From an optimization exercise on the open Yosys and OpenROAD flow, aimed at small area and a short achievable clock period; shortcuts taken in it are not production practice.
At most, simulation tests tie the RTL to the original design; equivalence was not proved.
For runs 5 to 7, only the layout was checked, not whether the RTL still works.
No activity file was given, so power comes from the tool's default toggle rates.

[flow/flow/run.sh]
#!/bin/bash
set -euo pipefail
export BUFFER_PORTS_ARGS="-buffer_cell sky130_fd_sc_hd__buf_1"
bash standard.sh "BUFFER_PORTS_ARGS=$BUFFER_PORTS_ARGS" finish > standard_flow.log 2>&1
[flow/standard.sh]
#!/bin/bash
# synth_recipe.tcl (not shown) runs the flow's synth.tcl, then flattens the netlist and writes it again
# the make line also repeats each setting of config.mk as NAME=value (left out here)
make -C /OpenROAD-flow-scripts/flow DESIGN_CONFIG=/design/flow/config.mk WORK_HOME=/design/flow/orfs CLKGATE_MAP_FILE= SYNTH_SCRIPT=/design/flow/synth_recipe.tcl "${@:-finish}"
[flow/config.mk]
export PLATFORM = sky130hd
export DESIGN_NAME = TIMER_TOP
export DESIGN_NICKNAME = TIMER_TOP
export VERILOG_FILES = /design/flow/design.v
export SDC_FILE = /design/flow/constraint.sdc
export NUM_CORES = 4
export LEC_CHECK = 0
export CAP_MARGIN = 20
export CORE_MARGIN = 2
export CORE_UTILIZATION = 40
export SLEW_MARGIN = 20
[flow/constraint.sdc]
create_clock -name core_clock -period 5.5 [get_ports {sys_clk}]
set_input_delay 1.1000 -clock core_clock [delete_from_list [all_inputs] [get_ports {sys_clk}]]
set_output_delay 1.1000 -clock core_clock [all_outputs]
set_load 0.01 [all_outputs]
[flow/design.v]
module TIMER_TOP (
	input  wire        sys_clk,
	input  wire        sys_rst_n,
	input  wire        tim_psel,
	input  wire        tim_write,
	input  wire        tim_penable,
	input  wire [11:0] tim_paddr,
	input  wire [31:0] tim_pwdata,
	output wire [31:0] tim_prdata,
	input  wire [3:0]  tim_pstrb,
	output wire        tim_pready,
	output wire        tim_int,
	input  wire        dbg_mode
);
	reg apb_wait;    
	reg rdy_rd;      
	reg rdy_wr;      
	always @(posedge sys_clk or negedge sys_rst_n) begin
		if (~sys_rst_n) begin
			apb_wait <= 1'b0;
			rdy_rd   <= 1'b0;
			rdy_wr   <= 1'b0;
		end else begin
			apb_wait <= tim_psel & ~tim_penable;
			rdy_rd   <= apb_wait & ~tim_write;
			rdy_wr   <= apb_wait &  tim_write;
		end
	end
	assign tim_pready = rdy_rd | rdy_wr;
	reg sel_tcr, sel_tdr0, sel_tdr1, sel_tcmp0, sel_tcmp1, sel_tier, sel_tisr, sel_thcsr;
	wire addr_hi0 = (tim_paddr[11:5] == 7'd0) & (tim_paddr[1:0] == 2'd0);
	always @(posedge sys_clk) begin
		sel_tcr   <= addr_hi0 & (tim_paddr[4:2] == 3'd0);
		sel_tdr0  <= addr_hi0 & (tim_paddr[4:2] == 3'd1);
		sel_tdr1  <= addr_hi0 & (tim_paddr[4:2] == 3'd2);
		sel_tcmp0 <= addr_hi0 & (tim_paddr[4:2] == 3'd3);
		sel_tcmp1 <= addr_hi0 & (tim_paddr[4:2] == 3'd4);
		sel_tier  <= addr_hi0 & (tim_paddr[4:2] == 3'd5);
		sel_tisr  <= addr_hi0 & (tim_paddr[4:2] == 3'd6);
		sel_thcsr <= addr_hi0 & (tim_paddr[4:2] == 3'd7);
	end
	wire [31:0] wdata = tim_pwdata & {{8{tim_pstrb[3]}}, {8{tim_pstrb[2]}}, {8{tim_pstrb[1]}}, {8{tim_pstrb[0]}}};
	wire we_tcr   = rdy_wr & sel_tcr;
	wire we_tdr0  = rdy_wr & sel_tdr0;
	wire we_tdr1  = rdy_wr & sel_tdr1;
	wire we_tcmp0 = rdy_wr & sel_tcmp0;
	wire we_tcmp1 = rdy_wr & sel_tcmp1;
	wire we_tier  = rdy_wr & sel_tier;
	wire we_tisr  = rdy_wr & sel_tisr;
	wire we_thcsr = rdy_wr & sel_thcsr;
	reg       timer_en;
	reg       div_en;
	reg [3:0] div_val;
	wire tcr_run  = wdata[0] | timer_en;
	wire tcr_diff = {wdata[11:8], wdata[1]} != {div_val, div_en};
	wire tcr_gt8  = wdata[11] & (|wdata[10:8]);
	wire tcr_ok   = tcr_run ? ~tcr_diff : ~tcr_gt8;
	always @(posedge sys_clk or negedge sys_rst_n) begin
		if (~sys_rst_n) begin
			timer_en <= 1'b0;
			div_en   <= 1'b0;
			div_val  <= 4'd1;
		end else if (we_tcr & tcr_ok) begin
			timer_en <= wdata[0];
			div_en   <= wdata[1];
			div_val  <= wdata[11:8];
		end
	end
	reg int_en, int_st, halt_req;
	wire halt_ack = halt_req & dbg_mode;
	always @(posedge sys_clk or negedge sys_rst_n) begin
		if (~sys_rst_n) begin
			int_en   <= 1'b0;
			halt_req <= 1'b0;
		end else begin
			if (we_tier)  int_en   <= wdata[0];
			if (we_thcsr) halt_req <= wdata[0];
		end
	end
	assign tim_int = int_st & int_en;
	reg [7:0] p;
	wire [7:0] p_ones;
	assign p_ones[0] = p[0];
	genvar gi;
	generate
		for (gi = 1; gi < 8; gi = gi + 1) begin : g_pones
			assign p_ones[gi] = p_ones[gi-1] & p[gi];
		end
	endgenerate
	reg p_tc;
	always @(*) begin
		case (div_val)
			4'd1: p_tc = p_ones[0];
			4'd2: p_tc = p_ones[1];
			4'd3: p_tc = p_ones[2];
			4'd4: p_tc = p_ones[3];
			4'd5: p_tc = p_ones[4];
			4'd6: p_tc = p_ones[5];
			4'd7: p_tc = p_ones[6];
			4'd8: p_tc = p_ones[7];
			default: p_tc = 1'b1;
		endcase
	end
	always @(posedge sys_clk or negedge sys_rst_n) begin
		if (~sys_rst_n) begin
			p <= 8'd0;
		end else if (~timer_en) begin
			p <= 8'd0;
		end else if (~halt_ack) begin
			p <= p_tc ? 8'd0 : p + 8'd1;
		end
	end
	wire cnt_en = timer_en & ~halt_ack & (~div_en | p_tc);
	reg timer_en_d;
	reg [31:0] cnt_lo, cnt_hi;
	wire clr = timer_en_d & ~timer_en;
	wire lo_ones = &cnt_lo;
	always @(posedge sys_clk or negedge sys_rst_n) begin
		if (~sys_rst_n) begin
			timer_en_d <= 1'b0;
		end else begin
			timer_en_d <= timer_en;
		end
	end
	always @(posedge sys_clk or negedge sys_rst_n) begin
		if (~sys_rst_n) begin
			cnt_lo <= 32'd0;
			cnt_hi <= 32'd0;
		end else if (clr) begin
			cnt_lo <= 32'd0;
			cnt_hi <= 32'd0;
		end else begin
			if (we_tdr0)
				cnt_lo <= wdata;
			else if (cnt_en)
				cnt_lo <= cnt_lo + 32'd1;
			if (we_tdr1)
				cnt_hi <= wdata;
			else if (cnt_en & lo_ones)
				cnt_hi <= cnt_hi + 32'd1;
		end
	end
	reg [31:0] tcmp0, tcmp1;
	always @(posedge sys_clk or negedge sys_rst_n) begin
		if (~sys_rst_n) begin
			tcmp0 <= 32'hFFFF_FFFF;
			tcmp1 <= 32'hFFFF_FFFF;
		end else begin
			if (we_tcmp0) tcmp0 <= wdata;
			if (we_tcmp1) tcmp1 <= wdata;
		end
	end
	wire cmp = ({tcmp1, tcmp0} == {cnt_hi, cnt_lo});
	always @(posedge sys_clk or negedge sys_rst_n) begin
		if (~sys_rst_n) begin
			int_st <= 1'b0;
		end else if (we_tisr & wdata[0]) begin
			int_st <= 1'b0;
		end else if (int_en & cmp) begin
			int_st <= 1'b1;
		end
	end
	assign tim_prdata =
		  ({32{sel_tcr}}   & {20'd0, div_val, 6'd0, div_en, timer_en})
		| ({32{sel_tdr0}}  & cnt_lo)
		| ({32{sel_tdr1}}  & cnt_hi)
		| ({32{sel_tcmp0}} & tcmp0)
		| ({32{sel_tcmp1}} & tcmp1)
		| ({32{sel_tier}}  & {31'd0, int_en})
		| ({32{sel_tisr}}  & {31'd0, int_st})
		| ({32{sel_thcsr}} & {30'd0, halt_ack, halt_req});
endmodule
==> metrics.yaml, run 1 <==
logic_synthesis:
  seq_area_frac_synth_pct: 40.52
  synth_top_family_by_area: "compound AO/OA/AOI/OAI gates"
  syn_area_mm2: 0.009798
  synth_fa_ha_area_share_pct: 0.5108
  syn_nets: 1214
  syn_inst: 1156
  synth-simple-area-share_pct: 21.93
  synth-compound-area-share_pct: 22.49
  synth_xor_area_share_pct: 8.224
  ys_ff_latch: 157
  async_reset_ff_share_pct: 94.90
  synth_cell_types: 71
  yosys_warnings: 1
  synth_mux_area_share_pct: 0.8556
  synth_ff_type: "dfrtp_1"
  synth_edf_count: 0
  avgSynthCellArea_um2: 8.476
cells_and_area:
  final_cell_mix: "nand2_1, buf_1, dfrtp_1, o21ai_0, xnor2_1"
  fin_util_pct: 44.87
  final_nets: 1241
  fin_area_mm2: 0.01085
  drive_above_1_share_pct: 11.87
  syn2layout_area_growth_pct: 10.71
  final_cells: 1520
  layout_commonest_cell: "nand2_1"
  insertedDiodeCount: 0
floorplanning:
  die_h_um: 160.5
  die-area_mm2: 0.02576
  core_area_mm2: 0.02418
  die_w_um: 160.5
  start_util_pct: 40.53
  row_count: 57
  io_pins: 88
route:
  drtIter0Drc: 1038
  wl_per_cell_um: 21.64
  drc_errors: 0
  viasPerCell: 5.942
  first_pass_iters: 5
  dr_total_vias: 9032
  final_antenna_net_count: 0
  wirelength_um: 32900
worst_setup_path:
  crit_fanout: 27
  crit_top_cell: "ha_1"
  worstPathCellList: "ha_1 > ha_1 > a21boi_0 > o221ai_1 > a2bb2oi_4 > a21oi_1 > and4_1 > o31a_1"
  critPathCaptureType: "flip-flop"
  critical_path_required_ns: 5.82
  worstPathArrival_ns: 3.86
  cp-start-kind: "flip-flop"
  crit_slowest_cell: "a2bb2oi_4"
  crit_type: "reg -> reg"
  cp_top_family: "compound AO/OA/AOI/OAI gates"
  critPathMaxStageDelay_ns: 0.89
  crit_buf_inv: 0
placement:
  dpl_cell_area_mm2: 0.01026
  dp.cells: 1488
  dpl.hpwl_um: 22770
  dp_slack_ns: 2.034
  gp_congestion: 0.9949
  numPortBuffers: 87
global_route:
  grt_max_degree: 67
  antenna_found_initial: 0
  gr-usage-all-layers_pct: 25.99
  grt_pass1_vias: 8622
  grt_overflow: 0
  grt_pass1_wl_um: 51710
sta:
  setup_violations: 0
  fin_crit_ns: 3.537
  slew_viol_final: 0
  setup_tns_ns: 0
  worst_slew_margin_rel_pct: 26.74
  rsz0062_at_grt: "no"
  max_freq_ghz: 0.2827
  worst_pin_slew_ns: 1.099
  hold_viol: 0
  fin_worst_skew_ns: 0.01817
  setup_ws_ns: 1.963
  finalCritPeriodShare_pct: 64.31
power:
  power.density_mw_per_mm2: 230.3
  vdd_drop_max_v: 0.0001504
  leakage_nw: 4.643
clock_network:
  htreeDepth: 4
  clock_path_buffers: 2
  numCtsBuffers: 17
  holdBufCountCts: 0
  cts_setup_buffers: 0
  clock-sinks: 157
  cts_tree: "done"
  post_cts_resized: 0
  ctsRootBufferMaster: "clkbuf_16"
  clk_latency_ns: 0.44
  clkTransAtPathRegs_ns: 0.07
status:
  status: "finished clean"
worst_hold_path:
  hold_path.class: "reg -> reg"
flow_run:
  cap_viol_max_count: 0
-- final cells by class --
class	count	area, um^2
repair buffers	105	465.4
inverters	28	105.1
flip-flops and latches	157	3970
fillers	2414	13330
clock buffers	20	446.7
multi-input cells	874	5318
clock inverters	12	137.6
well taps	324	405.4
-- per-stage QoR --
stage | hold slack [ns] | total power, W
floorplan | 0.4448 | 0.001254
global placement | 0.4580 | 0.001317
detailed placement | 0.4676 | 0.001318
CTS | 0.4849 | 0.002519
global route | 0.4916 | 0.002579
finish | 0.4803 | 0.002498
-- flip-flops by register name (all words and copies together) (netlist names), 4 cells and up --
signal / flops
tcmp0: 32
cnt_hi: 32
p: 8
cnt_lo: 32
div_val: 4
tcmp1: 32
-- cell usage after synthesis, drive strengths merged, types with 25 or more instances --
cell type	n	area, um^2
o21ai	79	395.4
buf	25	157.7
dfstp	65	1708
nand2	249	934.7
nor2	31	116.4
inv	28	105.1
a21oi	64	324.1
clkbuf	72	274.0
nand4	30	193.9
xnor2	72	630.6
a22oi	62	465.5
dfrtp	84	2102
a211oi	35	272.8
nand3	37	190.2
-- cell families after synthesis --
group | Yosys count
and+or+nand+nor | 451
AOI/OAI and AO/OA | 319
DFF | 157
buffers and inverters | 125
xor gates and xnor gates | 92
muxes | 8
adders and majority gates | 4
-- worst register-to-register path, stage by stage, from the launching register on --
cell and delay [ns]:
dfrtp_1 0.41, ha_1 0.25, ha_1 0.21, a21boi_0 0.17
o221ai_1 0.19, a2bb2oi_4 0.89, a21oi_1 0.63, and4_1 0.38
o31a_1 0.29
-- path summary, 6_finish.rpt --
check	start	end	cells past startpoint	slack, ns
max	p[0]$_DFFE_PN0P_	cnt_lo[31]$_DFFE_PN0P_	8	1.96
min	apb_wait$_DFF_PN0_	rdy_wr$_DFF_PN0_	1	0.48
max reg2reg	p[0]$_DFFE_PN0P_	cnt_lo[31]$_DFFE_PN0P_	8	1.96
min reg2reg	apb_wait$_DFF_PN0_	rdy_wr$_DFF_PN0_	1	0.48
max in group asynchronous	sys_rst_n	tcmp0[24]$_DFFE_PN1P_	2	3.51
min in group asynchronous	sys_rst_n	cnt_lo[15]$_DFFE_PN0P_	1	0.82
-- where the power goes --
part           switching [W]  internal (W)
clock network       0.000516      0.000684
logic              0.0000846     0.0000322
registers          0.0000165       0.00116
total               0.000617       0.00188
-- layer usage --
| metal | up-vias | GRT usage [%] | wire (um) |
|---|---|---|---|
| li1 | 4196 | - | - |
| met1 | 4414 | 36.91 | 14680 |
| met2 | 383 | 41.58 | 15220 |
| met3 | 39 | 4.623 | 2492 |
| met4 | 0 | 5.733 | 505 |
| met5 | - | 0 | 0 |
==> run 2, diff against run 1 <==
--- a/flow/config.mk
+++ b/flow/config.mk
@@ -10,2 +10,3 @@
 export CORE_UTILIZATION = 40
+export SETUP_SLACK_MARGIN = 2.9
 export SLEW_MARGIN = 20
==> run 2 against run 1 <==
  * Critical endpoint is now tim_prdata[1]
  * Wire length increased by 8.6%
  * First-iteration DRC count decreased by 5.1%
  * Worst hold slack improved by 0.012 ns
  * Register-to-register slack improved by 0.98 ns
  * Clock-buffer cell count increased by 1
  * Cell area increased by 9.2%
  * Total power increased by 1.4%
  * Maximum frequency increased by 32%
  * Utilization increased by 4.1 points
==> metrics.yaml, run 2 <==
worst_setup_path:
  critPathMaxStageDelay_ns: 0.14
  crit_type: "in -> out"
  crit-reg2reg-launch: "p[1]$_DFFE_PN0P_"
  crit_slowest_cell: "buf_2"
  critical_path_required_ns: 4.40
  cp-start-kind: "primary input"
  worstPathArrival_ns: 1.58
  worstPathCellList: "buf_2 > nand3_1 > nand3_1 > buf_2"
  crit-reg2reg-capture: "cnt_lo[7]$_DFFE_PN0P_"
  reg2regPathDepth: 10
  critPathCaptureType: "output pin"
  crit_fanout: 4
  reg2reg_setup_slack_ns: 2.94
floorplanning:
  core_area_mm2: 0.02418
  die_w_um: 160.5
  die-area_mm2: 0.02576
  start_util_pct: 40.53
  row_count: 57
  io_pins: 88
  die_h_um: 160.5
route:
  first_pass_iters: 9
  wirelength_um: 35720
  wl_per_cell_um: 22.99
  drc_errors: 0
  dr_total_vias: 9443
  viasPerCell: 6.077
  final_antenna_net_count: 0
  drtIter0Drc: 985
sta:
  fin_worst_skew_ns: 0.01503
  max_freq_ghz: 0.3726
  finalCritPeriodShare_pct: 48.79
  rsz0062_at_grt: "yes"
  worst_pin_slew_ns: 0.8660
  slew_viol_final: 0
  fin_crit_ns: 2.684
  setup_violations: 0
  hold_viol: 0
  setup_tns_ns: 0
  worst_slew_margin_rel_pct: 42.26
clock_network:
  htreeDepth: 4
  ctsRootBufferMaster: "clkbuf_16"
  holdBufCountCts: 0
  clkTransAtPathRegs_ns: 0.06
  clock_path_buffers: 2
  numCtsBuffers: 17
  clk_latency_ns: 0.45
  clock-sinks: 157
  cts_tree: "done"
placement:
  numPortBuffers: 87
  dpl.hpwl_um: 22670
  gp_congestion: 0.9267
logic_synthesis:
  synth_cell_types: 71
  synth_edf_count: 0
  syn_area_mm2: 0.009798
  synth_area_leaders: "dfrtp_1, dfstp_2, nand2_1, xnor2_1, a22oi_1"
  syn_nets: 1214
  yosys_warnings: 1
  yosysMostFrequentCell: "nand2_1"
  netlist.area_leader.share_pct: 21.45
  seq_area_frac_synth_pct: 40.52
  synthTopCellsByCount: "nand2_1, dfrtp_1, o21ai_0"
  ys_ff_latch: 157
  synth_ff_type: "dfrtp_1"
  yosys.area.top_type: "dfrtp_1"
  avgSynthCellArea_um2: 8.476
  syn_inst: 1156
  async_reset_ff_share_pct: 94.90
global_route:
  grt_pass1_vias: 9030
  gr-usage-all-layers_pct: 27.77
  grt_pass1_wl_um: 54690
  antenna_found_initial: 0
  grt_max_degree: 92
  grt_overflow: 0
flow_run:
  cap_viol_max_count: 0
worst_hold_path:
  hold_path_depth: 1
  hold_path_end: "rdy_rd$_DFF_PN0_"
  hold_path.class: "reg -> reg"
  min-delay-start: "apb_wait$_DFF_PN0_"
cells_and_area:
  final_cell_mix: "nand2_1, o21ai_0, dfrtp_1, xnor2_1, dfstp_2"
  insertedDiodeCount: 0
  seqCellArea_mm2: 0.003990
  multiInputGateArea_mm2: 0.005744
  syn2layout_area_growth_pct: 20.90
  final_nets: 1275
  fillers: 2299
  layout_commonest_cell: "nand2_1"
  drive_above_1_share_pct: 23.09
power:
  finalPower_w: 0.002535
  vdd_drop_max_v: 0.0001648
  power.density_mw_per_mm2: 214.0
  leakage_nw: 5.088
status:
  status: "finished clean"
## run 2: cell counts after synthesis
Identical to the previous run, type by type.
## run 2: what timing repair did
item,4_1_cts,5_1_grt
setup buffers,27,2
gates resized for setup,92,57
endpoints found under the setup margin,105,80
gates cloned,5,1
pin swaps,31,19
## run 2: layout make-up
class,instances,area share [%]
tap,324,3.422
sequential,157,33.68
timing repair buffer,138,8.534
inverter,28,0.8872
multi-input combinational,875,48.49
clock inverter,11,0.9083
clock buffer,21,4.077
## run 2: worst max-delay path by stage
stage	from	to	slack, ns
2_1_floorplan	tim_pwdata[11]	div_en$_DFFE_PN0P_	2.83
5_1_grt	sel_tcmp1$_DFF_P_	tim_prdata[11]	2.75
6_report	dbg_mode	tim_prdata[1]	2.82
4_1_cts	sel_tdr0$_DFF_P_	tim_prdata[1]	2.81
3_5_place_dp	dbg_mode	cnt_hi[19]$_DFFE_PN0P_	1.84
3_3_place_gp	dbg_mode	cnt_hi[19]$_DFFE_PN0P_	1.96
## run 2: report_power, final
| group | switching (W) | internal, W |
|---|---|---|
| clock network | 0.000533 | 0.000681 |
| logic | 0.0000991 | 0.0000459 |
| registers | 0.0000123 | 0.00116 |
| total | 0.000644 | 0.00189 |
## run 2: kinds of logic after synthesis
group | Yosys count | synth area share [%]
muxes | 8 | 0.8556
adders and majority gates | 4 | 0.5108
buffers and inverters | 125 | 5.478
and+or+nand+nor | 451 | 21.93
xor gates and xnor gates | 92 | 8.224
DFF | 157 | 40.52
AOI/OAI and AO/OA | 319 | 22.49
## run 2: critical path: cells and delay by family
family                 cells  cell delay (ns)
buffers and inverters      2             0.28
AND/OR/NAND/NOR            2             0.20
## run 2: metal layers
metal / share of wire, % / GRT usage [%] / vias up
met5: 0 / 0 / -
met4: 4.5 / 12.16 / 0
met3: 9.4 / 5.940 / 117
met2: 45 / 42.46 / 504
met1: 41 / 38.04 / 4555
li1: - / - / 4267
## run 2: stage by stage
step | util (%) | cell area [um^2] | instances | hold slack (ns) | setup WS [ns]
floorplan | - | 9823 | 1156 | 0.4448 | 2.832
global placement | 42.56 | 10290 | 1487 | 0.4520 | 1.965
detailed placement | 42.56 | 10290 | 1487 | 0.4819 | 1.844
finish | 49.00 | 11850 | 1554 | 0.4927 | 2.816
global route | 49.00 | 11850 | 1554 | 0.5156 | 2.749
CTS | 47.96 | 11600 | 1551 | 0.4932 | 2.815
==> run 3, diff against run 2 <==
--- a/flow/config.mk
+++ b/flow/config.mk
@@ -10,3 +10,3 @@
 export CORE_UTILIZATION = 40
-export SETUP_SLACK_MARGIN = 2.9
+export SETUP_SLACK_MARGIN = 2.5
 export SLEW_MARGIN = 20
==> run 3 against run 2 <==
  * Critical path type is now reg -> reg
  * Via count fell by 4.2%
  * Synthesized area did not move
  * Critical path depth rose by 3
  * Maximum frequency fell by 7.5%
  * Combinational power fell by 11%
  * Still clean on timing, DRC and antenna
==> metrics.yaml, run 3 <==
worst_hold_path:
  hold_path_depth: 1
  hold_path.class: "reg -> reg"
placement:
  dpl_cell_area_mm2: 0.01026
  gp_congestion: 0.9949
  numPortBuffers: 87
  dpl.hpwl_um: 22770
worst_setup_path:
  crit_slowest_cell: "a2111oi_2"
  crit_type: "reg -> reg"
  crit_buf_inv: 0
  critPathMaxStageDelay_ns: 0.52
  cp_top_family: "simple AND/OR/NAND/NOR gates"
  worstPathArrival_ns: 3.20
  critPathCaptureType: "flip-flop"
  crit_fanout: 21
  critical_path_required_ns: 5.80
  worstPathCellList: "ha_1 > nand3_1 > nor4_4 > nand4_4 > a2111oi_2 > xnor2_1 > a21oi_1"
  reg2regPathDepth: 7
  cp-start-kind: "flip-flop"
  worst-path-stages: 7
cells_and_area:
  insertedDiodeCount: 0
  syn2layout_area_growth_pct: 11.75
  layout_commonest_cell: "nand2_1"
  final_cell_mix: "nand2_1, dfrtp_1, buf_1, o21ai_0, xnor2_1"
  fin_area_mm2: 0.01095
  final_nets: 1246
  drive_above_1_share_pct: 12.74
  fillers: 2407
power:
  seqPwrFrac_pct: 46.9
  p_sw_w: 0.0006302
  power.density_mw_per_mm2: 229.8
  combPwrFrac_pct: 5.1
  internal_power_w: 0.001886
  switching_share_pct: 25.05
  p_clk_share_pct: 47.9
  vdd_drop_max_v: 0.0001518
  leakage_nw: 4.688
logic_synthesis:
  yosysMostFrequentCell: "nand2_1"
  yosys_warnings: 1
  synth_area_leaders: "dfrtp_1, dfstp_2, nand2_1, xnor2_1, a22oi_1"
  yosys.area.top_type: "dfrtp_1"
  synth_top_family_by_area: "compound AO/OA/AOI/OAI gates"
  synth_cell_types: 71
  syn_nets: 1214
  synth_ff_type: "dfrtp_1"
  seq_area_frac_synth_pct: 40.52
  async_reset_ff_share_pct: 94.90
  syn_area_mm2: 0.009798
  synth-simple-area-share_pct: 21.93
  syn_inst: 1156
  synth-compound-area-share_pct: 22.49
  synth_edf_count: 0
  synth_fa_ha_area_share_pct: 0.5108
  avgSynthCellArea_um2: 8.476
  ys_ff_latch: 157
  synthTopCellsByCount: "nand2_1, dfrtp_1, o21ai_0"
  synth_mux_area_share_pct: 0.8556
  synth_xor_area_share_pct: 8.224
  netlist.area_leader.share_pct: 21.45
global_route:
  grt_overflow: 0
  grt_pass1_wl_um: 52470
  grt_pass1_vias: 8702
  gr-usage-all-layers_pct: 26.49
  antenna_found_initial: 0
  grt_max_degree: 67
route:
  first_pass_iters: 5
  wl_per_cell_um: 22.11
  wirelength_um: 33720
  viasPerCell: 5.929
  drtIter0Drc: 1109
  final_antenna_net_count: 0
  dr_total_vias: 9042
  drc_errors: 0
clock_network:
  clock-sinks: 157
  clock_path_buffers: 2
  clk_latency_ns: 0.44
  cts_tree: "done"
  ctsRootBufferMaster: "clkbuf_16"
  htreeDepth: 4
  numCtsBuffers: 17
  clkTransAtPathRegs_ns: 0.07
floorplanning:
  core_area_mm2: 0.02418
  die-area_mm2: 0.02576
  io_pins: 88
  die_h_um: 160.5
  start_util_pct: 40.53
  die_w_um: 160.5
  row_count: 57
sta:
  hold_viol: 0
  worst_pin_slew_ns: 1.036
  worst_slew_margin_rel_pct: 30.74
  setup_tns_ns: 0
  rsz0062_at_grt: "no"
  fin_worst_skew_ns: 0.01568
  fin_crit_ns: 2.900
  slew_viol_final: 0
  finalCritPeriodShare_pct: 52.74
  setup_violations: 0
  max_freq_ghz: 0.3448
flow_run:
  cap_viol_max_count: 0
status:
  status: "finished clean"
## run 3: final timing paths
| check | start | endpoint | slack [ns] |
|---|---|---|---|
| max in group asynchronous | sys_rst_n | cnt_lo[25]$_DFFE_PN0P_ | 3.51 |
| worst min-delay path | apb_wait$_DFF_PN0_ | rdy_wr$_DFF_PN0_ | 0.48 |
| min in group asynchronous | sys_rst_n | cnt_hi[17]$_DFFE_PN0P_ | 0.83 |
| worst max register to register | cnt_lo[1]$_DFFE_PN0P_ | cnt_hi[19]$_DFFE_PN0P_ | 2.60 |
| worst max-delay path | cnt_lo[1]$_DFFE_PN0P_ | cnt_hi[19]$_DFFE_PN0P_ | 2.60 |
| worst min register to register | apb_wait$_DFF_PN0_ | rdy_wr$_DFF_PN0_ | 0.48 |
## run 3: metal layers
metal / GRT usage, % / wire [um]
met4: 6.265 / 675
met3: 4.778 / 2714
met5: 0 / 0
met2: 42.36 / 15380
met1: 37.44 / 14950
## run 3: layout make-up
class	count	area, um^2	area share [%]
Multi-Input combinational cell	875	5370	49.05
Clock buffer	20	446.7	4.080
Timing Repair Buffer	109	510.5	4.662
Sequential cell	157	3974	36.29
Tap cell	324	405.4	3.702
Clock inverter	12	137.6	1.257
Inverter	28	105.1	0.9599
## run 3: worst register-to-register path, cell delays in order (launching register included)
cell and delay (ns):
dfrtp_1 0.51, ha_1 0.38, nand3_1 0.16, nor4_4 0.45
nand4_4 0.49, a2111oi_2 0.53, xnor2_1 0.16, a21oi_1 0.08
## run 3: repair_timing
item / CTS / global route
gates resized for setup: 4 / 6
endpoints found under the setup margin: 76 / 54
buffers inserted: 4 / 0
gates cloned: 1 / 0
pin swaps: 1 / 0
hold buffers: 0 / 0
## run 3: metrics by stage
stage	cells	hold slack [ns]	util, %	setup slack, ns	power (W)
after floorplan	1156	0.4448	-	2.584	0.001254
after global routing	1525	0.4916	45.29	2.496	0.002590
after detailed placement	1488	0.4676	42.45	2.034	0.001318
after global placement	1488	0.4580	42.45	2.092	0.001317
after CTS	1525	0.4849	45.17	2.513	0.002527
final	1525	0.4805	45.29	2.600	0.002516
## run 3: power by group through the flow
stage	Combinational (W)	Clock [W]	Sequential (W)
final	0.000129	0.00121	0.00118
after CTS	0.000127	0.00122	0.00118
after global placement	0.000117	0	0.00120
after global routing	0.000141	0.00127	0.00118
after detailed placement	0.000117	0	0.00120
after floorplan	0.0000647	0	0.00119
## run 3: kinds of logic after synthesis
family                     Yosys count
buffers and inverters              125
and+or+nand+nor                    451
DFF                                157
adders and majority gates            4
AOI/OAI and AO/OA                  319
xor gates and xnor gates            92
muxes                                8
==> run 4, diff against run 3 <==
==> flow/run.sh (new file) <==
#!/bin/bash
# synth_recipe.tcl (not shown) runs the flow's synth.tcl, then flattens the netlist and writes it again
# the make line also repeats each setting of config.mk as NAME=value (left out here)
make -C /OpenROAD-flow-scripts/flow DESIGN_CONFIG=/design/flow/config.mk WORK_HOME=/design/flow/orfs CLKGATE_MAP_FILE= SYNTH_SCRIPT=/design/flow/synth_recipe.tcl finish
--- a/flow/config.mk
+++ b/flow/config.mk
@@ -10,3 +10,2 @@
 export CORE_UTILIZATION = 40
-export SETUP_SLACK_MARGIN = 2.5
 export SLEW_MARGIN = 20
removed: flow/flow/run.sh
removed: flow/standard.sh
==> run 4 against run 3 <==
  * Flip-flop and latch count stayed put
  * Sequential share of layout area is 1.5 points lower
  * Largest power group unchanged
  * Global-route usage is 0.67 points lower
  * Worst setup slack worse by 0.96 ns
  * Clock skew is 0.0073 ns lower
  * Non-clock buffer count is 4 lower
  * Via count is 0.42% higher
  * Critical path type is now reg -> out
  * Clock-buffer cell count is 2 lower
  * Critical endpoint is now tim_prdata[3]
  * Synthesized cell count stayed put
==> metrics.yaml, run 4 <==
sta:
  fin_worst_skew_ns: 0.008376
  setup_violations: 0
  rsz0062_at_grt: "no"
  slew_viol_final: 0
  finalCritPeriodShare_pct: 70.27
  worst_pin_slew_ns: 1.132
  fin_crit_ns: 3.865
  max_freq_ghz: 0.2587
  hold_viol: 0
  setup_ws_ns: 1.635
  worst_slew_margin_rel_pct: 24.55
  setup_tns_ns: 0
placement:
  dp.cells: 1488
  gp_congestion: 0.9383
  dpl.hpwl_um: 23110
  numPortBuffers: 87
  dp_slack_ns: 1.652
route:
  first_pass_iters: 5
  dr_total_vias: 9080
  wirelength_um: 33220
  final_antenna_net_count: 0
  viasPerCell: 5.974
  drc_errors: 0
  drtIter0Drc: 917
  wl_per_cell_um: 21.86
flow_run:
  cap_viol_max_count: 0
worst_setup_path:
  worstPathArrival_ns: 2.77
  cp_top_family: "flip-flops"
  critPathMaxStageDelay_ns: 1.00
  worstPathCellList: "buf_4 > a22oi_1 > nand2_1 > clkdlybuf4s50_1"
  crit_type: "reg -> out"
  crit-reg2reg-launch: "cnt_lo[1]$_DFFE_PN0P_"
  critPathCaptureType: "output pin"
  reg2reg_setup_slack_ns: 2.21
  crit-reg2reg-capture: "cnt_hi[8]$_DFFE_PN0P_"
  crit_slowest_cell: "dfxtp_1"
  reg2regPathDepth: 7
  crit_buf_inv: 2
  crit_fanout: 18
  cp-start-kind: "flip-flop"
  critical_path_required_ns: 4.40
floorplanning:
  die_w_um: 160.5
  die-area_mm2: 0.02576
  row_count: 57
  die_h_um: 160.5
  core_area_mm2: 0.02418
  start_util_pct: 40.53
  io_pins: 88
logic_synthesis:
  synth_area_leaders: "dfrtp_1, dfstp_2, nand2_1, xnor2_1, a22oi_1"
  avgSynthCellArea_um2: 8.476
  yosys_warnings: 1
  yosys.area.top_type: "dfrtp_1"
  synth_cell_types: 71
  async_reset_ff_share_pct: 94.90
  synth_edf_count: 0
  syn_nets: 1214
  ys_ff_latch: 157
  synth_ff_type: "dfrtp_1"
  syn_area_mm2: 0.009798
  synthTopCellsByCount: "nand2_1, dfrtp_1, o21ai_0"
  seq_area_frac_synth_pct: 40.52
  netlist.area_leader.share_pct: 21.45
  yosysMostFrequentCell: "nand2_1"
  syn_inst: 1156
clock_network:
  cts_tree: "done"
  cts_setup_buffers: 0
  clock_path_buffers: 2
  holdBufCountCts: 0
  clk_latency_ns: 0.44
  post_cts_resized: 0
  ctsRootBufferMaster: "clkbuf_16"
  numCtsBuffers: 17
  clkTransAtPathRegs_ns: 0.07
  clock-sinks: 157
  htreeDepth: 4
global_route:
  grt_pass1_wl_um: 51120
  gr-usage-all-layers_pct: 25.82
  grt_max_degree: 76
  antenna_found_initial: 0
  grt_overflow: 0
  grt_pass1_vias: 8705
power:
  power.density_mw_per_mm2: 224.1
  leakage_nw: 4.883
  vdd_drop_max_v: 0.0001582
cells_and_area:
  insertedDiodeCount: 0
  layout_commonest_cell: "nand2_1"
  final_cell_mix: "nand2_1, clkdlybuf4s50_1, dfrtp_1, o21ai_0, xnor2_1"
  drive_above_1_share_pct: 12.12
  multiInputGateArea_mm2: 0.005318
  syn2layout_area_growth_pct: 16.41
  final_nets: 1241
  fin_util_pct: 47.18
  seqCellArea_mm2: 0.003971
  fillers: 2343
  final_cells: 1520
worst_hold_path:
  hold_path_depth: 1
  min-delay-start: "apb_wait$_DFF_PN0_"
  hold_path_end: "rdy_wr$_DFF_PN0_"
  hold_path.class: "reg -> reg"
status:
  status: "finished clean"
[run 4: cell types whose count changed in the layout (fill, tap and decap cells not counted), moves of 2 or more]
cell             delta
clkinv_4            +2
buf_1              -84
clkdlybuf4s50_1    +86
clkbuf_2            -2
clkinvlp_4          -3
buf_4               -3
inv_8               +2
clkbuf_1            -2
[run 4: worst max path at each step]
| stage | start | end | slack [ns] | cells after the start |
|---|---|---|---|---|
| after floorplan | tim_pstrb[0] | div_en$_DFFE_PN0P_ | 2.58 | 6 |
| after global placement | dbg_mode | cnt_hi[19]$_DFFE_PN0P_ | 1.67 | 8 |
| after detailed placement | dbg_mode | cnt_lo[27]$_DFFE_PN0P_ | 1.65 | 6 |
| after CTS | sel_tcmp0$_DFF_P_ | tim_prdata[3] | 1.68 | 4 |
| after global routing | sel_tcmp0$_DFF_P_ | tim_prdata[2] | 1.62 | 4 |
| final | sel_tcmp0$_DFF_P_ | tim_prdata[3] | 1.63 | 4 |
[run 4: area by class of cell]
class,instances,share of cell area [%]
multi-input cells,874,46.62
inverters,28,0.9215
flip-flops and latches,157,34.82
well taps,324,3.554
repair buffers,105,8.831
clock inverters,14,1.404
clock buffers,18,3.850
[run 4: metrics by stage]
step / area [um^2] / hold WS, ns / total power [W]
after detailed placement: 10810 / 0.4612 / 0.001344
after global routing: 11410 / 0.5037 / 0.002625
after floorplan: 9798 / 0.4448 / 0.001254
after global placement: 10810 / 0.4557 / 0.001343
after CTS: 11410 / 0.4800 / 0.002569
final: 11410 / 0.4756 / 0.002556
[run 4: metal layers]
metal | track usage [%] | wire length (um)
met5 | 0 | 0
met4 | 11.47 | 1226
met3 | 5.888 | 2770
met2 | 39.03 | 14830
met1 | 35.43 | 14400
[run 4: kinds of logic (layout without fill, tap and decap cells)]
group                      after synthesis  count (layout)  share of synthesized area [%]
and+or+nand+nor                        451             451                          21.93
AOI/OAI and AO/OA                      319             319                          22.49
DFF                                    157             157                          40.52
buffers and inverters                  125             165                          5.478
xor gates and xnor gates                92              92                          8.224
muxes                                    8               8                         0.8556
adders and majority gates                4               4                         0.5108
[run 4: power breakdown]
group          switching, W  internal (W)
sequential        0.0000162       0.00116
clock              0.000541      0.000692
combinational     0.0000851     0.0000578
total              0.000642       0.00191
==> run 5, diff against run 4 <==
--- a/flow/design.v
+++ b/flow/design.v
@@ -124,2 +124,20 @@
 	end
+	wire [63:0] cnt = {cnt_hi, cnt_lo};
+	wire [63:0] ones_below;    
+	wire [7:0]  blk_ones;      
+	genvar bi, bk;
+	generate
+		for (bi = 0; bi < 8; bi = bi + 1) begin : g_blk
+			assign blk_ones[bi] = &cnt[8*bi+7:8*bi];
+			for (bk = 0; bk < 8; bk = bk + 1) begin : g_bit
+				if (bi == 0 && bk == 0)
+					assign ones_below[0] = 1'b1;
+				else if (bk == 0)
+					assign ones_below[8*bi] = &blk_ones[bi-1:0];
+				else
+					assign ones_below[8*bi+bk] = ones_below[8*bi] & (&cnt[8*bi+bk-1:8*bi]);
+			end
+		end
+	endgenerate
+	wire [63:0] cnt_inc = cnt ^ ({64{cnt_en}} & ones_below);
 	always @(posedge sys_clk or negedge sys_rst_n) begin
@@ -132,22 +150,17 @@
 		end else begin
-			if (we_tdr0)
-				cnt_lo <= wdata;
-			else if (cnt_en)
-				cnt_lo <= cnt_lo + 32'd1;
-			if (we_tdr1)
-				cnt_hi <= wdata;
-			else if (cnt_en & lo_ones)
-				cnt_hi <= cnt_hi + 32'd1;
+			cnt_lo <= we_tdr0 ? wdata : cnt_inc[31:0];
+			cnt_hi <= we_tdr1 ? wdata : cnt_inc[63:32];
 		end
 	end
-	reg [31:0] tcmp0, tcmp1;
+	reg [31:0] tcmp0_n, tcmp1_n;
 	always @(posedge sys_clk or negedge sys_rst_n) begin
 		if (~sys_rst_n) begin
-			tcmp0 <= 32'hFFFF_FFFF;
-			tcmp1 <= 32'hFFFF_FFFF;
+			tcmp0_n <= 32'h0;
+			tcmp1_n <= 32'h0;
 		end else begin
-			if (we_tcmp0) tcmp0 <= wdata;
-			if (we_tcmp1) tcmp1 <= wdata;
+			if (we_tcmp0) tcmp0_n <= ~wdata;
+			if (we_tcmp1) tcmp1_n <= ~wdata;
 		end
 	end
+	wire [31:0] tcmp0 = ~tcmp0_n, tcmp1 = ~tcmp1_n;
 	wire cmp = ({tcmp1, tcmp0} == {cnt_hi, cnt_lo});
==> flow/flow/run.sh (new file) <==
#!/bin/bash
set -euo pipefail
export BUFFER_PORTS_ARGS="-buffer_cell sky130_fd_sc_hd__buf_1"
bash standard.sh "BUFFER_PORTS_ARGS=$BUFFER_PORTS_ARGS" finish > standard_flow.log 2>&1
==> flow/standard.sh (new file) <==
#!/bin/bash
# synth_recipe.tcl (not shown) runs the flow's synth.tcl, then flattens the netlist and writes it again
# the make line also repeats each setting of config.mk as NAME=value (left out here)
make -C /OpenROAD-flow-scripts/flow DESIGN_CONFIG=/design/flow/config.mk WORK_HOME=/design/flow/orfs CLKGATE_MAP_FILE= SYNTH_SCRIPT=/design/flow/synth_recipe.tcl "${@:-finish}"
--- a/flow/config.mk
+++ b/flow/config.mk
@@ -10,2 +10,3 @@
 export CORE_UTILIZATION = 40
+export SETUP_SLACK_MARGIN = 2.7
 export SLEW_MARGIN = 20
removed: flow/run.sh
==> run 5 against run 4 <==
  * Synthesized cell count fell by 13%
  * Worst setup slack better by 1.1 ns
  * Flip-flop and latch count unchanged
==> metrics.yaml, run 5 <==
worst_setup_path:
  crit-reg2reg-capture: "cnt_hi[3]$_DFF_PN0_"
  worstPathCellList: "ha_4 > ha_4 > mux2i_1 > mux2_4 > o32ai_4 > o2111ai_4 > or4_1 > a311oi_1"
  critPathLaunch: "p[1]$_DFFE_PN0P_"
  worstPathArrival_ns: 3.15
  reg2regPathDepth: 8
  critical_path.endpoint: "cnt_hi[3]$_DFF_PN0_"
  crit_top_cell: "ha_4"
  crit_slowest_cell: "or4_1"
  crit_fanout: 8
  crit-reg2reg-launch: "p[1]$_DFFE_PN0P_"
  crit_type: "reg -> reg"
  critPathCaptureType: "flip-flop"
  reg2reg_setup_slack_ns: 2.69
  cp-start-kind: "flip-flop"
  critical_path_required_ns: 5.84
  critPathMaxStageDelay_ns: 0.59
floorplanning:
  die_w_um: 154.2
  die-area_mm2: 0.02377
  io_pins: 88
  row_count: 54
  start_util_pct: 41.08
  die_h_um: 154.2
  core_area_mm2: 0.02196
sta:
  worst_slew_margin_rel_pct: 28.45
  finalCritPeriodShare_pct: 51.05
  slew_viol_final: 0
  setup_violations: 0
  fin_crit_ns: 2.808
  hold_viol: 0
  fin_worst_skew_ns: 0.008989
  worst_pin_slew_ns: 1.070
  setup_tns_ns: 0
  rsz0062_at_grt: "yes"
  max_freq_ghz: 0.3562
power:
  combPwrFrac_pct: 5.3
  seqPwrFrac_pct: 48.5
  finalPower_w: 0.002492
  p_clk_share_pct: 46.2
  internal_power_w: 0.001896
  leakage_nw: 3.925
  vdd_drop_max_v: 0.0002011
  power.density_mw_per_mm2: 234.1
  switching_share_pct: 23.90
  p_sw_w: 0.0005956
logic_synthesis:
  synth_area_leaders: "dfrtp_1, xnor2_1, a21oi_1, a31oi_1, nor2_1"
  syn_inst: 1002
  yosys_warnings: 1
  syn_nets: 1059
  seq_area_frac_synth_pct: 43.12
  synth_ff_type: "dfrtp_1"
  ys_ff_latch: 157
  netlist.area_leader.share_pct: 41.05
  async_reset_ff_share_pct: 94.90
  synth_edf_count: 0
  syn_area_mm2: 0.009021
  synth_cell_types: 64
  synthTopCellsByCount: "dfrtp_1, nor2_1, a21oi_1"
  yosysMostFrequentCell: "dfrtp_1"
  avgSynthCellArea_um2: 9.003
  yosys.area.top_type: "dfrtp_1"
placement:
  numPortBuffers: 87
  dpl.hpwl_um: 19540
  gp_congestion: 0.9013
clock_network:
  holdBufCountCts: 0
  clock-sinks: 157
  numCtsBuffers: 17
  htreeDepth: 4
  clock_path_buffers: 2
  clk_latency_ns: 0.43
  cts_tree: "done"
  ctsRootBufferMaster: "clkbuf_16"
  clkTransAtPathRegs_ns: 0.06
global_route:
  grt_pass1_wl_um: 47660
  gr-usage-all-layers_pct: 25.87
  grt_overflow: 0
  antenna_found_initial: 0
  grt_pass1_vias: 7927
  grt_max_degree: 150
cells_and_area:
  syn2layout_area_growth_pct: 17.97
  fillers: 2065
  fin_util_pct: 48.47
  insertedDiodeCount: 0
  drive_above_1_share_pct: 13.16
  final_cell_mix: "dfrtp_1, nor2_1, buf_1, a21oi_1, xnor2_1"
  final_nets: 1123
  layout_commonest_cell: "dfrtp_1"
route:
  drc_errors: 0
  first_pass_iters: 6
  dr_total_vias: 8502
  final_antenna_net_count: 0
  drtIter0Drc: 1016
  viasPerCell: 6.256
  wirelength_um: 30590
  wl_per_cell_um: 22.51
worst_hold_path:
  hold_path.class: "reg -> reg"
flow_run:
  cap_viol_max_count: 0
status:
  status: "finished clean"
==> run 5: changes by cell type after synthesis, sizes merged, moves of 11 or more <==
cell	delta
a2111oi	-13
dfstp	-64
a22oi	-30
a21oi	+14
dfrtp	+64
nand2	-195
o21ai	-46
a31oi	+54
nor2	+62
and4	-11
buf	-15
o221ai	+25
==> run 5: final cells by class <==
type	count	area, um^2	area share (%)
multi-input cells	738	4980	46.79
flip-flops and latches	157	3901	36.66
repair buffers	131	769.5	7.230
clock buffers	24	461.7	4.338
well taps	280	350.3	3.292
clock inverters	8	95.09	0.8935
inverters	21	85.08	0.7994
==> run 5: logic make-up (layout without fill, tap and decap cells) <==
family | Yosys count | in the layout | share of synthesized area (%)
AOI/OAI and AO/OA | 329 | 329 | 25.26
xor gates and xnor gates | 88 | 88 | 8.544
adders and majority gates | 3 | 3 | 0.4161
buffers and inverters | 107 | 184 | 4.591
DFF | 157 | 157 | 43.12
muxes | 10 | 10 | 1.207
and+or+nand+nor | 308 | 308 | 16.87
==> run 5: per-stage QoR <==
stage	std cells	hold WS, ns	setup WS, ns	instance area [um^2]
after global placement	1294	0.4457	2.051	9477
final	1359	0.4552	2.693	10640
after floorplan	1002	0.4208	2.830	9021
after global routing	1359	0.4620	2.606	10640
after detailed placement	1294	0.4478	2.051	9477
after CTS	1338	0.4561	2.577	10300
==> run 5: worst min path at each step <==
| stage | slack, ns | start | to | cells after the start |
|---|---|---|---|---|
| 2_1_floorplan | 0.42 | sel_tisr$_DFF_P_ | int_st$_DFFE_PN0P_ | 1 |
| 3_3_place_gp | 0.45 | sel_tisr$_DFF_P_ | int_st$_DFFE_PN0P_ | 1 |
| 3_5_place_dp | 0.45 | sel_tisr$_DFF_P_ | int_st$_DFFE_PN0P_ | 1 |
| 4_1_cts | 0.46 | sel_tisr$_DFF_P_ | int_st$_DFFE_PN0P_ | 1 |
| 5_1_grt | 0.46 | sel_tisr$_DFF_P_ | int_st$_DFFE_PN0P_ | 1 |
| 6_report | 0.46 | sel_tisr$_DFF_P_ | int_st$_DFFE_PN0P_ | 1 |
==> run 5: metal layers <==
layer | track usage, % | vias up | wire (um)
met5 | 0 | - | 0
li1 | - | 3868 | -
met1 | 36.78 | 4191 | 13470
met2 | 40.08 | 389 | 14010
met3 | 4.567 | 54 | 2296
met4 | 8.634 | 0 | 808
==> run 5: power by group through the flow <==
stage	Combinational, W	Clock [W]	Sequential, W
global route	0.000147	0.00121	0.00121
finish	0.000133	0.00115	0.00121
floorplan	0.0000708	0	0.00121
CTS	0.000134	0.00116	0.00121
detailed placement	0.000132	0	0.00123
global placement	0.000132	0	0.00123
==> run 5: critical path: cells and delay by family, from the launching register on <==
family | cells | cell delay [ns]
muxes | 2 | 0.35
adders and majority gates | 2 | 0.30
and+or+nand+nor | 1 | 0.59
DFF | 1 | 0.42
AOI/OAI and AO/OA | 3 | 1.05
==> run 5: timing repair <==
item / CTS / global route
gates cloned: 1 / 1
pin swaps: 5 / 14
buffers inserted: 11 / 20
endpoints found under the setup margin: 79 / 73
gates resized for setup: 30 / 39
==> run 6, diff against run 5 <==
--- a/flow/config.mk
+++ b/flow/config.mk
@@ -10,3 +10,3 @@
 export CORE_UTILIZATION = 40
-export SETUP_SLACK_MARGIN = 2.7
+export SETUP_SLACK_MARGIN = 0
 export SLEW_MARGIN = 20
==> run 6 against run 5 <==
  * Still clean on timing, DRC and antenna
  * Sequential power hardly changed
  * Total power is essentially flat
  * First-iteration DRC count decreased by 5.9%
  * Die area is the same
  * Utilization down 2.7 points
  * Cell area decreased by 5.6%
  * Clock-buffer cell count is the same
  * Synthesized area did not move
  * Global-route usage fell by 0.60 points
  * Sequential share of layout area rose by 2.1 points
  * Clock skew increased by 0.0023 ns
  * Critical path type is now reg -> out
  * Largest cell class unchanged
==> metrics.yaml, run 6 <==
status:
  status: "finished clean"
clock_network:
  holdBufCountCts: 0
  cts_tree: "done"
  clk_latency_ns: 0.44
  clock-sinks: 157
  clkTransAtPathRegs_ns: 0.06
  post_cts_resized: 0
  cts_setup_buffers: 0
  ctsRootBufferMaster: "clkbuf_16"
  clock_path_buffers: 2
  htreeDepth: 4
  numCtsBuffers: 17
sta:
  rsz0062_at_grt: "no"
  max_freq_ghz: 0.3070
  fin_crit_ns: 3.258
  worst_slew_margin_rel_pct: 28.16
  worst_pin_slew_ns: 1.074
  setup_tns_ns: 0
  timing.hold.ws_ns: 0.4548
  finalCritPeriodShare_pct: 59.23
  setup_ws_ns: 2.242
  fin_worst_skew_ns: 0.01126
  hold_viol: 0
  setup_violations: 0
  slew_viol_final: 0
power:
  internal_power_w: 0.001896
  vdd_drop_max_v: 0.0002030
  combPwrFrac_pct: 5.3
  switching_share_pct: 23.96
  power.density_mw_per_mm2: 248.2
  leakage_nw: 3.643
  p_clk_share_pct: 46.2
  seqPwrFrac_pct: 48.4
  p_sw_w: 0.0005974
cells_and_area:
  insertedDiodeCount: 0
  drive_above_1_share_pct: 6.979
  layout_commonest_cell: "dfrtp_1"
  seqCellArea_mm2: 0.003890
  fillers: 2140
  final_cells: 1326
  syn2layout_area_growth_pct: 11.34
  final_cell_mix: "dfrtp_1, nor2_1, buf_1, a21oi_1, xnor2_1"
  final_nets: 1090
  multiInputGateArea_mm2: 0.004743
  fin_util_pct: 45.74
route:
  drtIter0Drc: 956
  wl_per_cell_um: 22.28
  final_antenna_net_count: 0
  drc_errors: 0
  dr_total_vias: 8296
  wirelength_um: 29550
  viasPerCell: 6.256
  first_pass_iters: 6
placement:
  dp_slack_ns: 2.051
  gp_congestion: 0.9013
  dpl.hpwl_um: 19540
  numPortBuffers: 87
  dp.cells: 1294
logic_synthesis:
  synth_ff_type: "dfrtp_1"
  syn_nets: 1059
  synth_cell_types: 64
  yosys.area.top_type: "dfrtp_1"
  netlist.area_leader.share_pct: 41.05
  async_reset_ff_share_pct: 94.90
  yosys_warnings: 1
  synth_edf_count: 0
  yosysMostFrequentCell: "dfrtp_1"
  avgSynthCellArea_um2: 9.003
  syn_area_mm2: 0.009021
  synthTopCellsByCount: "dfrtp_1, nor2_1, a21oi_1"
  syn_inst: 1002
  seq_area_frac_synth_pct: 43.12
  synth_area_leaders: "dfrtp_1, xnor2_1, a21oi_1, a31oi_1, nor2_1"
  ys_ff_latch: 157
worst_hold_path:
  hold_path_end: "int_st$_DFFE_PN0P_"
  hold_path.class: "reg -> reg"
  hold_path_depth: 1
  min-delay-start: "sel_tisr$_DFF_P_"
floorplanning:
  die-area_mm2: 0.02377
  core_area_mm2: 0.02196
  start_util_pct: 41.08
  io_pins: 88
  die_w_um: 154.2
  die_h_um: 154.2
  row_count: 54
worst_setup_path:
  crit_slowest_cell: "buf_4"
  crit-reg2reg-capture: "cnt_hi[23]$_DFF_PN0_"
  reg2reg_setup_slack_ns: 2.27
  worstPathArrival_ns: 2.16
  crit-reg2reg-launch: "p[0]$_DFFE_PN0P_"
  crit_type: "reg -> out"
  critPathMaxStageDelay_ns: 0.42
  crit_fanout: 22
  cp-start-kind: "flip-flop"
  critical_path_required_ns: 4.40
  worstPathCellList: "inv_1 > buf_4 > o22ai_1 > a211o_1 > buf_1"
  reg2regPathDepth: 9
  critPathCaptureType: "output pin"
global_route:
  grt_max_degree: 150
  grt_pass1_vias: 7803
  gr-usage-all-layers_pct: 25.26
  grt_pass1_wl_um: 46590
  grt_overflow: 0
  antenna_found_initial: 0
flow_run:
  cap_viol_max_count: 0
[run 6: cell counts after synthesis]
No cell type changed its count.
[run 6: per-stage QoR]
| stage | instance area (um^2) | power, W |
|---|---|---|
| floorplan | 9021 | 0.001281 |
| global placement | 9477 | 0.001359 |
| detailed placement | 9477 | 0.001360 |
| CTS | 10030 | 0.002504 |
| global route | 10040 | 0.002572 |
| finish | 10040 | 0.002493 |
[run 6: area by class of cell]
cell class	instances	area share, %
inverter	21	0.7848
tap	280	3.488
timing repair buffer	98	4.235
multi-input combinational	738	47.22
sequential	157	38.73
clock inverter	8	0.9467
clock buffer	24	4.596
[run 6: worst max path at each step]
stage,start,end,cells after the start
final,sel_tcmp0$_DFF_P_,tim_prdata[10],5
after floorplan,dbg_mode,cnt_hi[30]$_DFF_PN0_,8
after global routing,cnt_lo[25]$_DFF_PN0_,cnt_hi[23]$_DFF_PN0_,7
after CTS,p[0]$_DFFE_PN0P_,cnt_hi[23]$_DFF_PN0_,9
after detailed placement,tim_pstrb[1],div_val[2]$_DFFE_PN0P_,7
after global placement,tim_pstrb[1],div_val[1]$_DFFE_PN0P_,7
[run 6: worst max-delay path, delay by kind of cell (launching register included)]
family	cells	cell delay, ns
flip-flops	1	0.33
AO/OA/AOI/OAI	2	0.52
buffers and inverters	3	0.87
[run 6: power groups by stage]
stage / registers (W) / clock network (W) / logic, W
2_1_floorplan: 0.00121 / 0 / 0.0000708
3_3_place_gp: 0.00123 / 0 / 0.000132
3_5_place_dp: 0.00123 / 0 / 0.000132
4_1_cts: 0.00121 / 0.00116 / 0.000133
5_1_grt: 0.00121 / 0.00121 / 0.000146
6_report: 0.00121 / 0.00115 / 0.000132
[run 6: cells by family (layout without fill, tap and decap cells)]
logic type / Yosys count / in the layout / synth area share [%]
AOI/OAI and AO/OA: 329 / 329 / 25.26
and+or+nand+nor: 308 / 308 / 16.87
buffers and inverters: 107 / 151 / 4.591
DFF: 157 / 157 / 43.12
xor gates and xnor gates: 88 / 88 / 8.544
adders and majority gates: 3 / 3 / 0.4161
muxes: 10 / 10 / 1.207
[run 6: layer usage]
| layer | part of all wire (%) | global-route usage, % |
|---|---|---|
| met1 | 45 | 36.39 |
| met2 | 46 | 39.14 |
| met3 | 6.3 | 4.287 |
| met4 | 2.4 | 7.566 |
| met5 | 0 | 0 |
==> run 7, diff against run 6 <==
--- a/flow/design.v
+++ b/flow/design.v
@@ -53,6 +53,6 @@
 	reg [3:0] div_val;
-	wire tcr_run  = wdata[0] | timer_en;
-	wire tcr_diff = {wdata[11:8], wdata[1]} != {div_val, div_en};
-	wire tcr_gt8  = wdata[11] & (|wdata[10:8]);
-	wire tcr_ok   = tcr_run ? ~tcr_diff : ~tcr_gt8;
+	wire tcr_same   = {wdata[11:8], wdata[1]} == {div_val, div_en};
+	wire tcr_gt8    = wdata[11] & (|wdata[10:8]);
+	wire tcr_en_we  = we_tcr & tcr_same;
+	wire tcr_div_we = we_tcr & ~wdata[0] & ~timer_en & ~tcr_gt8;
 	always @(posedge sys_clk or negedge sys_rst_n) begin
@@ -60,6 +60,11 @@
 			timer_en <= 1'b0;
+		end else if (tcr_en_we) begin
+			timer_en <= wdata[0];
+		end
+	end
+	always @(posedge sys_clk or negedge sys_rst_n) begin
+		if (~sys_rst_n) begin
 			div_en   <= 1'b0;
 			div_val  <= 4'd1;
-		end else if (we_tcr & tcr_ok) begin
-			timer_en <= wdata[0];
+		end else if (tcr_div_we) begin
 			div_en   <= wdata[1];
@@ -81,7 +86,8 @@
 	reg [7:0] p;
-	wire [7:0] p_ones;
-	assign p_ones[0] = p[0];
+	reg       p_tc;
+	wire [7:1] p_ones;    
+	assign p_ones[1] = p[1];
 	genvar gi;
 	generate
-		for (gi = 1; gi < 8; gi = gi + 1) begin : g_pones
+		for (gi = 2; gi < 8; gi = gi + 1) begin : g_pones
 			assign p_ones[gi] = p_ones[gi-1] & p[gi];
@@ -89,23 +95,24 @@
 	endgenerate
-	reg p_tc;
+	reg p_before_tc;      
 	always @(*) begin
 		case (div_val)
-			4'd1: p_tc = p_ones[0];
-			4'd2: p_tc = p_ones[1];
-			4'd3: p_tc = p_ones[2];
-			4'd4: p_tc = p_ones[3];
-			4'd5: p_tc = p_ones[4];
-			4'd6: p_tc = p_ones[5];
-			4'd7: p_tc = p_ones[6];
-			4'd8: p_tc = p_ones[7];
-			default: p_tc = 1'b1;
+			4'd1: p_before_tc = ~p[0];
+			4'd2: p_before_tc = ~p[0] & p_ones[1];
+			4'd3: p_before_tc = ~p[0] & p_ones[2];
+			4'd4: p_before_tc = ~p[0] & p_ones[3];
+			4'd5: p_before_tc = ~p[0] & p_ones[4];
+			4'd6: p_before_tc = ~p[0] & p_ones[5];
+			4'd7: p_before_tc = ~p[0] & p_ones[6];
+			4'd8: p_before_tc = ~p[0] & p_ones[7];
+			default: p_before_tc = 1'b0;
 		endcase
 	end
-	always @(posedge sys_clk or negedge sys_rst_n) begin
-		if (~sys_rst_n) begin
-			p <= 8'd0;
-		end else if (~timer_en) begin
-			p <= 8'd0;
+	wire div_zero = (div_val == 4'd0);
+	always @(posedge sys_clk) begin
+		if (~timer_en) begin
+			p    <= 8'd0;
+			p_tc <= div_zero;
 		end else if (~halt_ack) begin
-			p <= p_tc ? 8'd0 : p + 8'd1;
+			p    <= p_tc ? 8'd0 : p + 8'd1;
+			p_tc <= p_tc ? div_zero : p_before_tc;
 		end
@@ -117,8 +124,4 @@
 	wire lo_ones = &cnt_lo;
-	always @(posedge sys_clk or negedge sys_rst_n) begin
-		if (~sys_rst_n) begin
-			timer_en_d <= 1'b0;
-		end else begin
-			timer_en_d <= timer_en;
-		end
+	always @(posedge sys_clk) begin
+		timer_en_d <= timer_en;
 	end
==> run 7 against run 6 <==
  * Still clean
  * Clock power is essentially flat
  * Non-clock buffer count is 3 higher
  * Utilization fell by 0.080 points
  * Clock-buffer cell count is 7 lower
  * Cell area fell by 0.17%
  * Sequential share of layout area is 0.070 points lower
  * Largest power group unchanged
==> metrics.yaml, run 7 <==
cells_and_area:
  layout_commonest_cell: "dfrtp_1"
  final_cells: 1316
  drive_above_1_share_pct: 7.239
  final_nets: 1079
  fillers: 2121
  multiInputGateArea_mm2: 0.004743
  seqCellArea_mm2: 0.003876
  insertedDiodeCount: 0
  final_cell_mix: "dfrtp_1, buf_1, nor2_1, a21oi_1, xnor2_1"
  syn2layout_area_growth_pct: 11.20
clock_network:
  holdBufCountCts: 0
  clkTransAtPathRegs_ns: 0.07
  post_cts_resized: 0
  cts_setup_buffers: 0
  numCtsBuffers: 17
  ctsRootBufferMaster: "clkbuf_16"
  htreeDepth: 4
  clock_path_buffers: 2
  cts_tree: "done"
  clk_latency_ns: 0.44
  clock-sinks: 158
power:
  internal_power_w: 0.001882
  vdd_drop_max_v: 0.0001780
  switching_share_pct: 26.68
  p_clk_share_pct: 45.1
  power.density_mw_per_mm2: 256.1
  leakage_nw: 3.586
  combPwrFrac_pct: 6.6
  p_sw_w: 0.0006851
  seqPwrFrac_pct: 48.3
logic_synthesis:
  yosysMostFrequentCell: "dfrtp_1"
  syn_inst: 992
  synthTopCellsByCount: "dfrtp_1, nor2_1, a21oi_1"
  synth_area_leaders: "dfrtp_1, xnor2_1, xor2_1, a21oi_1, a211oi_1"
  avgSynthCellArea_um2: 9.090
  netlist.area_leader.share_pct: 38.57
  yosys.area.top_type: "dfrtp_1"
  synth_ff_type: "dfrtp_1"
  synth_cell_types: 57
  async_reset_ff_share_pct: 88.61
  syn_area_mm2: 0.009017
  seq_area_frac_synth_pct: 42.97
  ys_ff_latch: 158
  syn_nets: 1048
  yosys_warnings: 1
  synth_edf_count: 1
global_route:
  grt_pass1_wl_um: 46290
  antenna_found_initial: 0
  grt_pass1_vias: 7616
  grt_overflow: 0
  grt_max_degree: 75
  gr-usage-all-layers_pct: 24.88
floorplanning:
  die_w_um: 154.1
  die_h_um: 154.1
  io_pins: 88
  row_count: 54
  die-area_mm2: 0.02376
  core_area_mm2: 0.02196
  start_util_pct: 41.07
placement:
  gp_congestion: 0.9235
  dp.cells: 1284
  dpl.hpwl_um: 19730
  numPortBuffers: 87
worst_setup_path:
  reg2regPathDepth: 6
  crit_buf_inv: 2
  cp-start-kind: "flip-flop"
  cp_top_family: "flip-flops"
  crit_fanout: 22
  critical_path_required_ns: 4.40
  worst-path-stages: 4
  crit_type: "reg -> out"
  worstPathCellList: "buf_4 > a22oi_1 > o221ai_1 > buf_1"
  worstPathArrival_ns: 2.17
  crit_slowest_cell: "dfxtp_1"
  critPathCaptureType: "output pin"
  critPathMaxStageDelay_ns: 0.76
sta:
  slew_viol_final: 0
  worst_slew_margin_rel_pct: 33.67
  max_freq_ghz: 0.3056
  hold_viol: 0
  fin_crit_ns: 3.272
  worst_pin_slew_ns: 0.9949
  setup_violations: 0
  setup_tns_ns: 0
  rsz0062_at_grt: "no"
  finalCritPeriodShare_pct: 59.49
  fin_worst_skew_ns: 0.01161
route:
  first_pass_iters: 7
  dr_total_vias: 7983
  drc_errors: 0
  final_antenna_net_count: 0
  drtIter0Drc: 836
  wl_per_cell_um: 21.88
  viasPerCell: 6.066
  wirelength_um: 28800
status:
  status: "finished clean"
worst_hold_path:
  hold_path.class: "reg -> reg"
  hold_path_depth: 1
flow_run:
  cap_viol_max_count: 0
==> run 7: cell families (layout without fill, tap and decap cells) <==
group,Yosys count,in the layout,synth area share [%]
AO/OA/AOI/OAI,306,306,22.58
XOR/XNOR,116,116,11.27
adder cells (fa/ha/maj),2,2,0.2775
buffers and inverters,102,146,4.593
flip-flops,158,158,42.97
multiplexers,6,6,0.7492
AND/OR/NAND/NOR,302,302,17.57
==> run 7: area by class of cell <==
class / instances / share of cell area (%)
multi-input combinational: 732 / 47.30
sequential: 158 / 38.66
timing repair buffer: 101 / 4.467
clock buffer: 17 / 4.243
tap: 280 / 3.494
clock inverter: 15 / 1.348
inverter: 13 / 0.4866
==> run 7: per-layer routing <==
layer,track usage [%],up-vias,wire length (um)
li1,-,3733,-
met1,36.40,3927,13360
met2,38.27,294,13170
met3,4.791,29,1869
met4,5.429,0,401
met5,0,-,0
==> run 7: final timing paths <==
check,start,to,slack [ns]
worst max-delay path,sel_tdr0$_DFF_P_,tim_prdata[31],2.23
max in group asynchronous,sys_rst_n,div_val[0]$_DFFE_PN1P_,3.64
worst min register to register,apb_wait$_DFF_PN0_,rdy_wr$_DFF_PN0_,0.47
worst max register to register,timer_en$_DFFE_PN0P_,cnt_hi[11]$_DFF_PN0_,2.68
min in group asynchronous,sys_rst_n,tcmp0_n[6]$_DFFE_PN0P_,0.84
worst min-delay path,apb_wait$_DFF_PN0_,rdy_wr$_DFF_PN0_,0.47
==> run 7: stage by stage <==
| step | cell area (um^2) | setup WS [ns] | hold WS [ns] | power [W] | utilization (%) |
|---|---|---|---|---|---|
| CTS | 10030 | 2.183 | 0.4766 | 0.002580 | 45.66 |
| detailed placement | 9467 | 2.081 | 0.4588 | 0.001429 | 43.11 |
| global placement | 9467 | 2.118 | 0.4540 | 0.001429 | 43.11 |
| global route | 10030 | 2.064 | 0.4847 | 0.002653 | 45.66 |
| finish | 10030 | 2.228 | 0.4746 | 0.002567 | 45.66 |
| floorplan | 9017 | 2.281 | 0.4448 | 0.001340 | - |
==> run 7: power by group through the flow <==
| stage | registers, W | clock network, W | logic (W) |
|---|---|---|---|
| floorplan | 0.00123 | 0 | 0.000106 |
| global placement | 0.00126 | 0 | 0.000168 |
| detailed placement | 0.00126 | 0 | 0.000168 |
| CTS | 0.00124 | 0.00117 | 0.000169 |
| global route | 0.00125 | 0.00122 | 0.000187 |
| finish | 0.00124 | 0.00116 | 0.000169 |
==> run 7: worst register-to-register path, cell delays in order (launching register included) <==
cell      delay (ns)
dfrtp_1         0.70
nand2_1         0.10
or4b_4          0.63
or3_4           0.58
nor4_1          0.39
xnor2_1         0.10
a211oi_1        0.23

## port drivers added, routing unchanged
No port has a modelled driver above. Below, the same layouts with a new extraction and two added sets of constraints. Step 1, drivers: a clkbuf_16 drives sys_clk and a buf_2 each remaining input, both assumed. Step 2 moves the port delays by t, midway between the first and last clock arrival at a register: inputs arrive t later, outputs are due t later. That takes back most of the time a late clock gives input paths. Three values: no drivers, after step 1, after step 2; two values: the first two.
| run | t (ns) | setup WS [ns] | clock arrival spread, ns |
|---|---|---|---|
| run 1 | 0.480 | 1.963 / 1.963 / 1.884 | 0.019 / 0.019 |
| run 2 | 0.497 | 2.816 / 2.783 / 2.503 | 0.015 / 0.015 |
| run 3 | 0.481 | 2.600 / 2.600 / 2.269 | 0.016 / 0.016 |
| run 4 | 0.478 | 1.635 / 1.591 / 1.559 | 0.009 / 0.008 |
| run 5 | 0.474 | 2.692 / 2.655 / 2.406 | 0.009 / 0.009 |
| run 6 | 0.484 | 2.242 / 2.191 / 1.929 | 0.012 / 0.012 |
| run 7 | 0.481 | 2.228 / 2.179 / 2.053 | 0.011 / 0.012 |
After both steps setup and hold are still met in every run listed. For run 3, which loses most, drivers alone change the setup slack by 0.000 ns; drivers and shift together by -0.331 ns.
